This design comes from an exercise in tuning for small area on the open sky130 flow, not from production work.
In this exercise RTL edits were held to simulation tests only and were not proved equivalent to the original.
Power and IR drop assume default switching activity.

`design/flow/config.mk`:
```
export PLATFORM = sky130hd
export DESIGN_NAME = sram_logger
export DESIGN_NICKNAME = sram_logger
export VERILOG_FILES = /design/flow/design.v
export SDC_FILE = /design/flow/constraint.sdc
export NUM_CORES = 4
export LEC_CHECK = 0
export CAP_MARGIN = 20
export CORE_MARGIN = 2
export CORE_UTILIZATION = 40
export SLEW_MARGIN = 20
```
`design/flow/constraint.sdc`:
```
create_clock -name core_clock -period 10.0 [get_ports {CLK_48MHZ}]
set_input_delay 2.0000 -clock core_clock [delete_from_list [all_inputs] [get_ports {CLK_48MHZ}]]
set_output_delay 2.0000 -clock core_clock [all_outputs]
set_load 0.01 [all_outputs]
```
`design/flow/design.v`:
```
module memory_controller( CLK_48MHZ,RESET,SRAM_STATUS,READ_CMD, GEIG_DATA, MAG_DATA
,READ_ADDRESS,READ_CHIP_SELECT,WRITE_ADDRESS,WRITE_CHIP_SELECT
,NEXT_READ,NEXT_WRITE,DATA_OUT,ADDRESS_OUT,CHIP_SELECT,CMD_OUT);
input CLK_48MHZ,RESET,SRAM_STATUS, READ_CMD;
input [79:0] GEIG_DATA;
input [79:0] MAG_DATA;
output [17:0] READ_ADDRESS;
output READ_CHIP_SELECT;
output [17:0] WRITE_ADDRESS;
output WRITE_CHIP_SELECT;
output NEXT_READ, NEXT_WRITE;
output [15:0] DATA_OUT;
output [17:0] ADDRESS_OUT;
output CHIP_SELECT;
output [1:0] CMD_OUT;
reg [79:0] geig_prev;
reg [79:0] geig_buffer;
parameter new_geig_cmd =2'b01;
parameter num_geig_cycles = 5;
reg [79:0] mag_prev;
reg [79:0] mag_buffer;
parameter new_mag_cmd =2'b10;
parameter num_mag_cycles = 5;
reg [79:0] data_buffer;
reg read_prev;
parameter new_read_cmd = 2'b11;
reg [7:0] schedule;
reg [2:0] num_cycles;
reg [2:0] write_count;
reg busy_hold;
reg next_write;
reg next_read;
reg [17:0] address_out;
reg chip_select;
reg [15:0] data_out;
reg [1:0] cmd_out;
assign NEXT_WRITE = next_write;
assign NEXT_READ = next_read;
assign CMD_OUT = cmd_out;
assign ADDRESS_OUT=address_out;
assign CHIP_SELECT=chip_select;
assign DATA_OUT = data_out;
reg [17:0] r_address;
reg r_chip_select;
reg [17:0] w_address;
reg w_chip_select;
assign READ_ADDRESS = r_address;
assign READ_CHIP_SELECT = r_chip_select;
assign WRITE_ADDRESS = w_address;
assign WRITE_CHIP_SELECT = w_chip_select;
always @(posedge CLK_48MHZ or negedge RESET)
begin
if (RESET==1'b0) begin
    schedule = 8'b00000000;
    busy_hold = 1'b0;
    write_count=4'b0000;
    next_write<=0;
    next_read<=0;
    cmd_out<=2'b00;
    num_cycles=0;
    address_out<=17'b0;
    chip_select<=1'b0;
    data_out<=0;
    mag_prev=80'b0;
    geig_prev=80'b0;
    geig_buffer=80'b0;
    mag_buffer=80'b0;
    data_buffer=80'b0;
    read_prev=1'b0;
    r_address<=18'b0;
    r_chip_select<=1'b0;
    w_address<=18'b0;
    w_chip_select<=1'b0;
end else begin
if (schedule[1:0] ==2'b00) begin
    schedule=schedule>>2;
end
if (geig_prev!=GEIG_DATA) begin
    geig_buffer = GEIG_DATA;
    geig_prev = GEIG_DATA;
    if (schedule[1:0] == 2'b00) begin
        schedule[1:0] = new_geig_cmd;
    end else if (schedule[3:2] ==2'b00) begin
        schedule[3:2] = new_geig_cmd;
    end else if (schedule[5:4] == 2'b00) begin
        schedule[5:4] = new_geig_cmd;
    end else begin
        schedule[7:6] = new_geig_cmd;
    end
end else begin
    geig_prev= GEIG_DATA;
end
if (mag_prev!=MAG_DATA) begin
    mag_buffer = MAG_DATA;
    mag_prev = MAG_DATA;
    if (schedule[1:0] == 2'b00) begin
        schedule[1:0] = new_mag_cmd;
    end else if (schedule[3:2] ==2'b00) begin
        schedule[3:2] = new_mag_cmd;
    end else if (schedule[5:4] == 2'b00) begin
        schedule[5:4] = new_mag_cmd;
    end else begin
        schedule[7:6] = new_mag_cmd;
    end
end else begin
    mag_prev=MAG_DATA;
end
if ((READ_CMD ==1'b1) && (read_prev ==1'b0) && (RESET==1'b1))begin
    read_prev=READ_CMD;
    if (schedule[1:0] == 2'b00) begin
        schedule[1:0] = new_read_cmd;
    end else if (schedule[3:2] ==2'b00) begin
        schedule[3:2] = new_read_cmd;
    end else if (schedule[5:4] == 2'b00) begin
        schedule[5:4] = new_read_cmd;
    end else begin
        schedule[7:6] = new_read_cmd;
    end
end else begin
    read_prev = READ_CMD;
end
if (((schedule[1:0] == new_geig_cmd) || (schedule[1:0] == new_mag_cmd)) && (RESET==1'b1)) begin
    if ((schedule[1:0] == new_geig_cmd) && (write_count==0)) begin
        num_cycles=num_geig_cycles;
        data_buffer[79:0] = geig_buffer;
    end else if ((schedule[1:0] == new_mag_cmd) && (write_count==0)) begin
        num_cycles = num_mag_cycles;
        data_buffer[79:0]=mag_buffer;
    end
    if (write_count<num_cycles) begin
        if ((busy_hold==1) && (SRAM_STATUS==1)) begin
            cmd_out<=2'b00;
        end
        if ((busy_hold==1'b1)&&(SRAM_STATUS==1'b0)) begin
            next_write<=1'b1;
            if (next_write==1'b0) begin
                if (w_address == 18'b111111111111111111) begin
                    w_address <= 18'b000000000000000000;
                    w_chip_select <= !w_chip_select;
                end else begin
                    w_address <= w_address+1;
                end
            end
            data_buffer = data_buffer >>16;
            busy_hold=1'b0;
            write_count=write_count+1;
        end else if ((SRAM_STATUS==1'b0) && (busy_hold==0)) begin
            next_write<=1'b0;
            cmd_out<=2'b10;
            address_out<=WRITE_ADDRESS;
            chip_select<=WRITE_CHIP_SELECT;
            data_out<=data_buffer[15:0];
            busy_hold=1'b1;
        end
    end else if (write_count==num_cycles) begin
        write_count=0;
        schedule=schedule>>2;
    end
end else if ((schedule[1:0]==new_read_cmd) && (RESET==1'b1)) begin
    if (READ_ADDRESS == WRITE_ADDRESS) begin 
        schedule=schedule>>2;
    end else begin
        if ((SRAM_STATUS==1'b1) && (busy_hold==1)) begin
            cmd_out<=2'b00;
        end    
        if ((SRAM_STATUS==1'b0) && (busy_hold==1)) begin
            next_read<=1'b1;
            if (next_read==1'b0) begin
                if (r_address == 18'b111111111111111111) begin
                    r_address <= 18'b000000000000000000;
                    r_chip_select <= !r_chip_select;
                end else begin
                    r_address <= r_address+1;
                end
            end
            busy_hold=0;
            schedule=schedule>>2;
        end else if ((SRAM_STATUS==1'b0) && (busy_hold==0)) begin
            next_read<=1'b0;
            cmd_out<=2'b01;
            address_out<=READ_ADDRESS;
            chip_select<=READ_CHIP_SELECT;
            busy_hold=1'b1;
        end
    end
end
end  
end
endmodule
module sram_interface(CLK_48MHZ,RESET,ADDRESS_IN,DATA_IN,CMD_IN, CHIP_SELECT,
SRAM_D_IN, SRAM_D_OUT, SRAM_D_OE,
SRAM_A0,SRAM_A1,SRAM_A2,SRAM_A3,SRAM_A4,SRAM_A5,SRAM_A6,SRAM_A7,SRAM_A8,SRAM_A9,SRAM_A10,SRAM_A11,
SRAM_A12,SRAM_A13, SRAM_A14, SRAM_A15, SRAM_A16, SRAM_A17,
SRAM_SRBS0,SRAM_SRBS1,SRAM_SRBS2,SRAM_SRBS3,SRAM_CE,SRAM_WE,SRAM_OE,
STATUS,DATA_READ);
input CLK_48MHZ, RESET;
input [17:0] ADDRESS_IN;
input CHIP_SELECT;
input [15:0] DATA_IN;
input [1:0] CMD_IN;
output SRAM_A0,SRAM_A1,SRAM_A2,SRAM_A3,SRAM_A4,SRAM_A5,SRAM_A6,SRAM_A7,SRAM_A8,SRAM_A9,SRAM_A10,SRAM_A11,
SRAM_A12, SRAM_A13, SRAM_A14, SRAM_A15, SRAM_A16, SRAM_A17;
output SRAM_SRBS0,SRAM_SRBS1,SRAM_SRBS2,SRAM_SRBS3,SRAM_CE,SRAM_WE,SRAM_OE;
output STATUS;
output [15:0] DATA_READ;
input [31:0] SRAM_D_IN;
output [15:0] SRAM_D_OUT;
output SRAM_D_OE;
wire SRAM_D0,SRAM_D1,SRAM_D2,SRAM_D3,SRAM_D4,SRAM_D5,SRAM_D6,SRAM_D7,SRAM_D8,SRAM_D9,SRAM_D10,SRAM_D11,
SRAM_D12,SRAM_D13,SRAM_D14,SRAM_D15,SRAM_D16,SRAM_D17,SRAM_D18,SRAM_D19,SRAM_D20,SRAM_D21,SRAM_D22,SRAM_D23,
SRAM_D24,SRAM_D25,SRAM_D26,SRAM_D27,SRAM_D28,SRAM_D29,SRAM_D30,SRAM_D31;
assign {SRAM_D31,SRAM_D30,SRAM_D29,SRAM_D28,SRAM_D27,SRAM_D26,SRAM_D25,SRAM_D24,
        SRAM_D23,SRAM_D22,SRAM_D21,SRAM_D20,SRAM_D19,SRAM_D18,SRAM_D17,SRAM_D16,
        SRAM_D15,SRAM_D14,SRAM_D13,SRAM_D12,SRAM_D11,SRAM_D10,SRAM_D9,SRAM_D8,
        SRAM_D7,SRAM_D6,SRAM_D5,SRAM_D4,SRAM_D3,SRAM_D2,SRAM_D1,SRAM_D0} = SRAM_D_IN;
reg [15:0] dout;     
reg [15:0] dread;    
reg [17:0] address;  
reg ce,we,oe,srbs0,srbs1,srbs2,srbs3;    
reg weVAL;                   
reg busy;                    
reg write_cycle;             
reg [3:0] write_counter;     
reg read_cycle;              
reg [3:0] read_counter;      
assign SRAM_A0 = address[0];
assign SRAM_A1 = address[1];
assign SRAM_A2 = address[2];
assign SRAM_A3 = address[3];
assign SRAM_A4 = address[4];
assign SRAM_A5 = address[5];
assign SRAM_A6 = address[6];
assign SRAM_A7 = address[7];
assign SRAM_A8 = address[8];
assign SRAM_A9 = address[9];
assign SRAM_A10 = address[10];
assign SRAM_A11 = address[11];
assign SRAM_A12 = address[12];
assign SRAM_A13 = address[13];
assign SRAM_A14 = address[14];
assign SRAM_A15 = address[15];
assign SRAM_A16 = address[16];
assign SRAM_A17 = address[17];
assign SRAM_D_OUT = dout;
assign SRAM_D_OE = weVAL;
assign DATA_READ[0] = dread[0];
assign DATA_READ[1] = dread[1];
assign DATA_READ[2] = dread[2];
assign DATA_READ[3] = dread[3];
assign DATA_READ[4] = dread[4];
assign DATA_READ[5] = dread[5];
assign DATA_READ[6] = dread[6];
assign DATA_READ[7] = dread[7];
assign DATA_READ[8] = dread[8];
assign DATA_READ[9] = dread[9];
assign DATA_READ[10] = dread[10];
assign DATA_READ[11] = dread[11];
assign DATA_READ[12] = dread[12];
assign DATA_READ[13] = dread[13];
assign DATA_READ[14] = dread[14];
assign DATA_READ[15] = dread[15];
assign SRAM_CE = ce;
assign SRAM_WE = we;
assign SRAM_OE = oe;
assign SRAM_SRBS0 = srbs0;
assign SRAM_SRBS1 = srbs1;
assign SRAM_SRBS2 = srbs2;
assign SRAM_SRBS3 = srbs3;
assign STATUS=busy;
always @(negedge CLK_48MHZ or negedge RESET)
begin
if (RESET==1'b0) begin
    dout = 16'b0;
    dread <= 16'b0;
    address = 18'b0;
    ce = 1'b0;
    we = 1'b1;
    oe = 1'b1;
    srbs0 = 1'b1;
    srbs1 = 1'b1;
    srbs2 = 1'b1;
    srbs3 = 1'b1;
    weVAL = 1'b0;
    write_cycle =1'b0;
    write_counter = 4'b0;
    read_counter = 4'b0;
    read_cycle = 1'b0;
    busy = 1'b0;
end else begin
    if (busy==0) begin
        if (CMD_IN==2) begin
            write_cycle=1;
        end else if (CMD_IN==1) begin
            read_cycle=1;
        end
    end
    if (write_cycle==1'b1) begin
        if (write_counter==0) begin
            busy=1'b1;
            address = ADDRESS_IN;
            if (CHIP_SELECT==1'b0) begin
                srbs0=1'b0;
                srbs1=1'b0;
                srbs2=1'b1;
                srbs3=1'b1;
            end else begin
                srbs0=1'b1;
                srbs1=1'b1;
                srbs2=1'b0;
                srbs3=1'b0;
            end
            oe=1'b1;
            we=1'b0;
            ce=1'b0;
            weVAL=1'b1;
            dout=DATA_IN;
            write_counter=write_counter+1;
        end else if (write_counter==1) begin
            srbs0=1'b1;
            srbs1=1'b1;
            srbs2=1'b1;
            srbs3=1'b1;
            oe=1'b1;
            we=1'b1;
            ce=1'b0;
            weVAL=1'b0;
            write_counter=0;
            write_cycle=1'b0;
            busy=1'b0;
        end
    end  
    if (read_cycle==1'b1) begin
        if (read_counter==0) begin
            busy=1'b1;
            address = ADDRESS_IN;  
            ce=1'b0;
            oe=1'b0;
            we=1'b1;
            if (CHIP_SELECT==1'b0) begin
                srbs0=1'b0;
                srbs1=1'b0;
                srbs2=1'b1;
                srbs3=1'b1;
            end else begin
                srbs0=1'b1;
                srbs1=1'b1;
                srbs2=1'b0;
                srbs3=1'b0;
            end
            read_counter=read_counter+1;
        end else if (read_counter==1) begin
            if (CHIP_SELECT==1'b0) begin
                dread[0]<=SRAM_D0;
                dread[1]<=SRAM_D1;
                dread[2]<=SRAM_D2;
                dread[3]<=SRAM_D3;
                dread[4]<=SRAM_D4;
                dread[5]<=SRAM_D5;
                dread[6]<=SRAM_D6;
                dread[7]<=SRAM_D7;
                dread[8]<=SRAM_D8;
                dread[9]<=SRAM_D9;
                dread[10]<=SRAM_D10;
                dread[11]<=SRAM_D11;
                dread[12]<=SRAM_D12;
                dread[13]<=SRAM_D13;
                dread[14]<=SRAM_D14;
                dread[15]<=SRAM_D15;
            end else begin
                dread[0]<=SRAM_D16;
                dread[1]<=SRAM_D17;
                dread[2]<=SRAM_D18;
                dread[3]<=SRAM_D19;
                dread[4]<=SRAM_D20;
                dread[5]<=SRAM_D21;
                dread[6]<=SRAM_D22;
                dread[7]<=SRAM_D23;
                dread[8]<=SRAM_D24;
                dread[9]<=SRAM_D25;
                dread[10]<=SRAM_D26;
                dread[11]<=SRAM_D27;
                dread[12]<=SRAM_D28;
                dread[13]<=SRAM_D29;
                dread[14]<=SRAM_D30;
                dread[15]<=SRAM_D31;
            end
            read_counter=read_counter+1;
        end else if (read_counter == 2) begin
            oe=1'b1;
            we=1'b1;
            srbs0=1'b1;
            srbs1=1'b1;
            srbs2=1'b1;
            srbs3=1'b1;
            ce=1'b0;
            read_cycle=1'b0;
            read_counter=0;
            busy=1'b0;
        end
    end  
end  
end  
endmodule
module sram_logger(
    input         CLK_48MHZ,
    input         RESET,           
    input         READ_CMD,
    input  [79:0] GEIG_DATA,
    input  [79:0] MAG_DATA,
    input  [31:0] SRAM_D_IN,
    output [17:0] SRAM_A,
    output [3:0]  SRAM_SRBS,
    output        SRAM_CE,
    output        SRAM_WE,
    output        SRAM_OE,
    output [15:0] SRAM_D_OUT,
    output        SRAM_D_OE,
    output [15:0] DATA_READ,
    output [17:0] W_ADDRESS,
    output        W_CHIP_SELECT,
    output [17:0] R_ADDRESS,
    output        R_CHIP_SELECT
);
wire        sram_status;
wire        chip_select;
wire [15:0] data_out;
wire [17:0] address_out;
wire [1:0]  cmd_out;
memory_controller memory_controller_0(
    .CLK_48MHZ         ( CLK_48MHZ ),
    .RESET             ( RESET ),
    .SRAM_STATUS       ( sram_status ),
    .READ_CMD          ( READ_CMD ),
    .GEIG_DATA         ( GEIG_DATA ),
    .MAG_DATA          ( MAG_DATA ),
    .READ_ADDRESS      ( R_ADDRESS ),
    .READ_CHIP_SELECT  ( R_CHIP_SELECT ),
    .WRITE_ADDRESS     ( W_ADDRESS ),
    .WRITE_CHIP_SELECT ( W_CHIP_SELECT ),
    .NEXT_READ         ( ),
    .NEXT_WRITE        ( ),
    .DATA_OUT          ( data_out ),
    .ADDRESS_OUT       ( address_out ),
    .CHIP_SELECT       ( chip_select ),
    .CMD_OUT           ( cmd_out )
);
sram_interface sram_interface_0(
    .CLK_48MHZ   ( CLK_48MHZ ),
    .RESET       ( RESET ),
    .ADDRESS_IN  ( address_out ),
    .DATA_IN     ( data_out ),
    .CMD_IN      ( cmd_out ),
    .CHIP_SELECT ( chip_select ),
    .SRAM_D_IN   ( SRAM_D_IN ),
    .SRAM_D_OUT  ( SRAM_D_OUT ),
    .SRAM_D_OE   ( SRAM_D_OE ),
    .SRAM_A0 ( SRAM_A[0] ),   .SRAM_A1 ( SRAM_A[1] ),   .SRAM_A2 ( SRAM_A[2] ),
    .SRAM_A3 ( SRAM_A[3] ),   .SRAM_A4 ( SRAM_A[4] ),   .SRAM_A5 ( SRAM_A[5] ),
    .SRAM_A6 ( SRAM_A[6] ),   .SRAM_A7 ( SRAM_A[7] ),   .SRAM_A8 ( SRAM_A[8] ),
    .SRAM_A9 ( SRAM_A[9] ),   .SRAM_A10 ( SRAM_A[10] ), .SRAM_A11 ( SRAM_A[11] ),
    .SRAM_A12 ( SRAM_A[12] ), .SRAM_A13 ( SRAM_A[13] ), .SRAM_A14 ( SRAM_A[14] ),
    .SRAM_A15 ( SRAM_A[15] ), .SRAM_A16 ( SRAM_A[16] ), .SRAM_A17 ( SRAM_A[17] ),
    .SRAM_SRBS0 ( SRAM_SRBS[0] ), .SRAM_SRBS1 ( SRAM_SRBS[1] ),
    .SRAM_SRBS2 ( SRAM_SRBS[2] ), .SRAM_SRBS3 ( SRAM_SRBS[3] ),
    .SRAM_CE ( SRAM_CE ),
    .SRAM_WE ( SRAM_WE ),
    .SRAM_OE ( SRAM_OE ),
    .STATUS  ( sram_status ),
    .DATA_READ ( DATA_READ )
);
endmodule
```
`design/flow/run.sh`:
```
#!/bin/bash
# synth_recipe.tcl (not shown) runs the flow's synth.tcl, then flattens the netlist and writes it again
# the make line also repeats each setting of config.mk as NAME=value (left out here)
make -C /OpenROAD-flow-scripts/flow DESIGN_CONFIG=/design/flow/config.mk WORK_HOME=/design/flow/orfs CLKGATE_MAP_FILE= SYNTH_SCRIPT=/design/flow/synth_recipe.tcl finish
```
==> out/metrics.yaml <==
logic_synthesis:
  synth_seq_cells: 562
  synth_area_um2: 24200
  synth_cell_types: 64
  syn-num-nets: 2442
  synth_edf_count: 0
  yosysSeqAreaShare: 0.582
  yosys_warnings: 2
  synthArstFlopShare: 1.00
  avgSynthCellArea_um2: 10.9
  ys.flop_type: "dfrtp_1"
  netlist_instances: 2226
die:
  core_um2: 60000
  dieHeight_um: 250
  fp-row-count: 90
  ios: 291
  start_util: 0.403
  die_w_um: 250
  die_area_um2: 62400
drt:
  drtPass1Iterations: 5
  avgRoutedWirePerCell_um: 22.0
  drc: 0
  drt_iter0_markers: 1636
  wirelength_um: 72600
  num_vias: 17643
  route.antenna.remaining_nets: 0
  routed_via_density: 5.34
grt:
  antenna_found_initial: 5
  grt-ovfl-total: 0
  grt_max_degree: 169
  grt_pass1_wl_um: 110000
  grt_pass1_vias: 17355
  grt_usage: 0.230
cts:
  cts_sinks: 562
  postCtsHoldBufs: 0
  cts_tree: "yes"
  clkTransAtPathRegs_ns: 0.04
  cts-root-buf: "clkbuf_16"
  numCtsBuffers: 59
  cts_max_level: 2
  cts_setup_buffers: 0
  clockBufferDepth: 3
  clock_latency_ns: 0.65
  cts_resized: 0
worst_hold_path:
  hp-class: "reg -> reg"
worst_setup_path:
  regToRegSetupSlack_ns: 2.25
  start_kind: "flip-flop"
  path_buf_inv: 1
  worstPathArrival_ns: 6.67
  path_cells: "clkdlybuf4s50_1"
  cp.required_ns: 8.00
  worstSetupEndpointType: "output pin"
  crit_family: "buffers and inverters"
  criticalPathCategory: "reg -> out"
  critPathMaxStageDelay_ns: 0.54
  slowest_stage: "clkdlybuf4s50_1"
  crit_fanout: 2
flow_run:
  drv_cap: 0
final_layout:
  area_growth_pct: 22.8
  mostFrequentLayoutCell: "dfrtp_1"
  nNetsFinal: 2680
  fillers: 5382
  layout.cells.non_filler: 3304
  final_cell_mix: "dfrtp_1, nand2_1, clkdlybuf4s50_1"
  post_route_cells_drive_above_1_share: 0.101
power:
  leakagePower_nw: 12.8
  pwr_density_cell_nw_per_um2: 225
  max-vdd-ir-drop_mv: 0.150
timing:
  tightest_slew_ns: 1.02
  finalSetupViolations: 0
  rsz0062_at_grt: "false"
  hold_viol: 0
  skew_ns: 0.0783
  maxSlewViolCount: 0
  slew_headroom: 0.317
  worst_hold_slack_ns: 0.323
  fin_setup_tns_ns: 0
placement:
  portBuffers: 290
  dp_hpwl_um: 52700
  place_inst: 3179
  globalplace.congestion: 0.887
run_status:
  status: "no timing/DRC/antenna violations"
## power breakdown
part | total [W] | switching, W | internal [W]
Combinational | 0.00154 | 0.000889 | 0.000655
Clock | 0.00227 | 0.000945 | 0.00133
Sequential | 0.00287 | 0.000217 | 0.00265
Total | 0.00669 | 0.00205 | 0.00464
## synthesized netlist by cell type, drive strengths merged (2+ instances only)
| cell | instances | share of area |
|---|---|---|
| nor2b | 6 | 0.0016 |
| a21o | 3 | 0.00093 |
| mux2i | 35 | 0.014 |
| and4 | 5 | 0.0018 |
| o22ai | 2 | 0.00052 |
| mux2 | 108 | 0.050 |
| nand3b | 3 | 0.00093 |
| nand4 | 35 | 0.0091 |
| a31oi | 77 | 0.020 |
| nor3 | 11 | 0.0025 |
| nor4 | 31 | 0.0086 |
| a21boi | 2 | 0.00062 |
| a22oi | 4 | 0.0012 |
| o211ai | 3 | 0.0011 |
| xor2 | 103 | 0.037 |
| or2 | 7 | 0.0018 |
| nand2 | 463 | 0.072 |
| o21ai | 164 | 0.034 |
| inv | 27 | 0.0042 |
| and3 | 6 | 0.0016 |
| a32oi | 2 | 0.00072 |
| clkbuf | 95 | 0.015 |
| o31a | 7 | 0.0025 |
| nand3 | 19 | 0.0039 |
| xnor2 | 105 | 0.038 |
| a31o | 2 | 0.00072 |
| nand2b | 4 | 0.0010 |
| dfrtn | 63 | 0.065 |
| a211o | 2 | 0.00072 |
| dfstp | 6 | 0.0065 |
| a21oi | 95 | 0.020 |
| o31ai | 5 | 0.0016 |
| buf | 45 | 0.013 |
| ha | 21 | 0.011 |
| dfrtp | 493 | 0.51 |
| nor3b | 2 | 0.00062 |
| o221ai | 66 | 0.024 |
| or3 | 3 | 0.00078 |
| nor2 | 71 | 0.012 |
| a22o | 5 | 0.0018 |
| o21a | 2 | 0.00062 |
| and2 | 9 | 0.0023 |
## cell families after synthesis
kind of cell | share of synthesized area
AOI/OAI and AO/OA | 0.113
xor gates and xnor gates | 0.0754
adders and majority gates | 0.0113
buffers and inverters | 0.0320
DFF | 0.582
muxes | 0.0650
and+or+nand+nor | 0.121
## worst paths after layout
check	startpoint	to	cells after the start
worst max register to register	memory_controller_0.cmd_out[0]$_DFFE_PN0P_	sram_interface_0.srbs1$_DFF_NN1_	8
worst min-delay path	sram_interface_0.write_counter[3]$_DFFE_NN0P_	sram_interface_0.write_counter[3]$_DFFE_NN0P_	0
min in group asynchronous	RESET	memory_controller_0.r_address[15]$_DFFE_PN0P_	1
worst max-delay path	sram_interface_0.oe$_DFF_NN1_	SRAM_OE	1
max in group asynchronous	RESET	sram_interface_0.address[0]$_DFF_NN0_	2
worst min register to register	sram_interface_0.write_counter[3]$_DFFE_NN0P_	sram_interface_0.write_counter[3]$_DFFE_NN0P_	0
## metrics by stage
stage / setup slack [ns] / total power (W) / util / instance area, um^2
after global routing: 1.27 / 0.00703 / 0.494 / 29700
after detailed placement: 1.95 / 0.00445 / 0.460 / 27600
after global placement: 1.97 / 0.00441 / 0.460 / 27600
final: 1.33 / 0.00669 / 0.494 / 29700
after CTS: 1.30 / 0.00674 / 0.494 / 29600
after floorplan: 2.39 / 0.00377 / - / 24200
## state kept, by name (all words and copies together), names as in the netlist, 2 cells and up
register	cells
memory_controller_0.r_address	18
memory_controller_0.num_cycles	3
memory_controller_0.data_out	16
memory_controller_0.w_address	18
memory_controller_0.write_count	3
sram_interface_0.read_counter	4
sram_interface_0.dout	16
memory_controller_0.data_buffer	80
memory_controller_0.address_out	18
sram_interface_0.write_counter	4
sram_interface_0.dread	16
memory_controller_0.geig_buffer	80
memory_controller_0.mag_prev	80
memory_controller_0.geig_prev	80
sram_interface_0.address	18
memory_controller_0.mag_buffer	80
memory_controller_0.cmd_out	2
memory_controller_0.schedule	8
## area by class of cell
| type | count | area (um^2) | area share |
|---|---|---|---|
| Clock buffer | 86 | 1700 | 0.0572 |
| Inverter | 26 | 97.6 | 0.00329 |
| Tap cell | 782 | 978 | 0.0330 |
| Sequential cell | 562 | 14100 | 0.474 |
| Antenna cell | 7 | 17.5 | 0.000590 |
| Timing Repair Buffer | 312 | 3120 | 0.105 |
| Clock inverter | 32 | 353 | 0.0119 |
| Multi-Input combinational cell | 1497 | 9340 | 0.315 |
## per-layer routing
layer | global-route usage | share of wire
met1 | 0.332 | 0.46
met2 | 0.355 | 0.45
met3 | 0.0483 | 0.067
met4 | 0.0582 | 0.023
met5 | 0 | 0
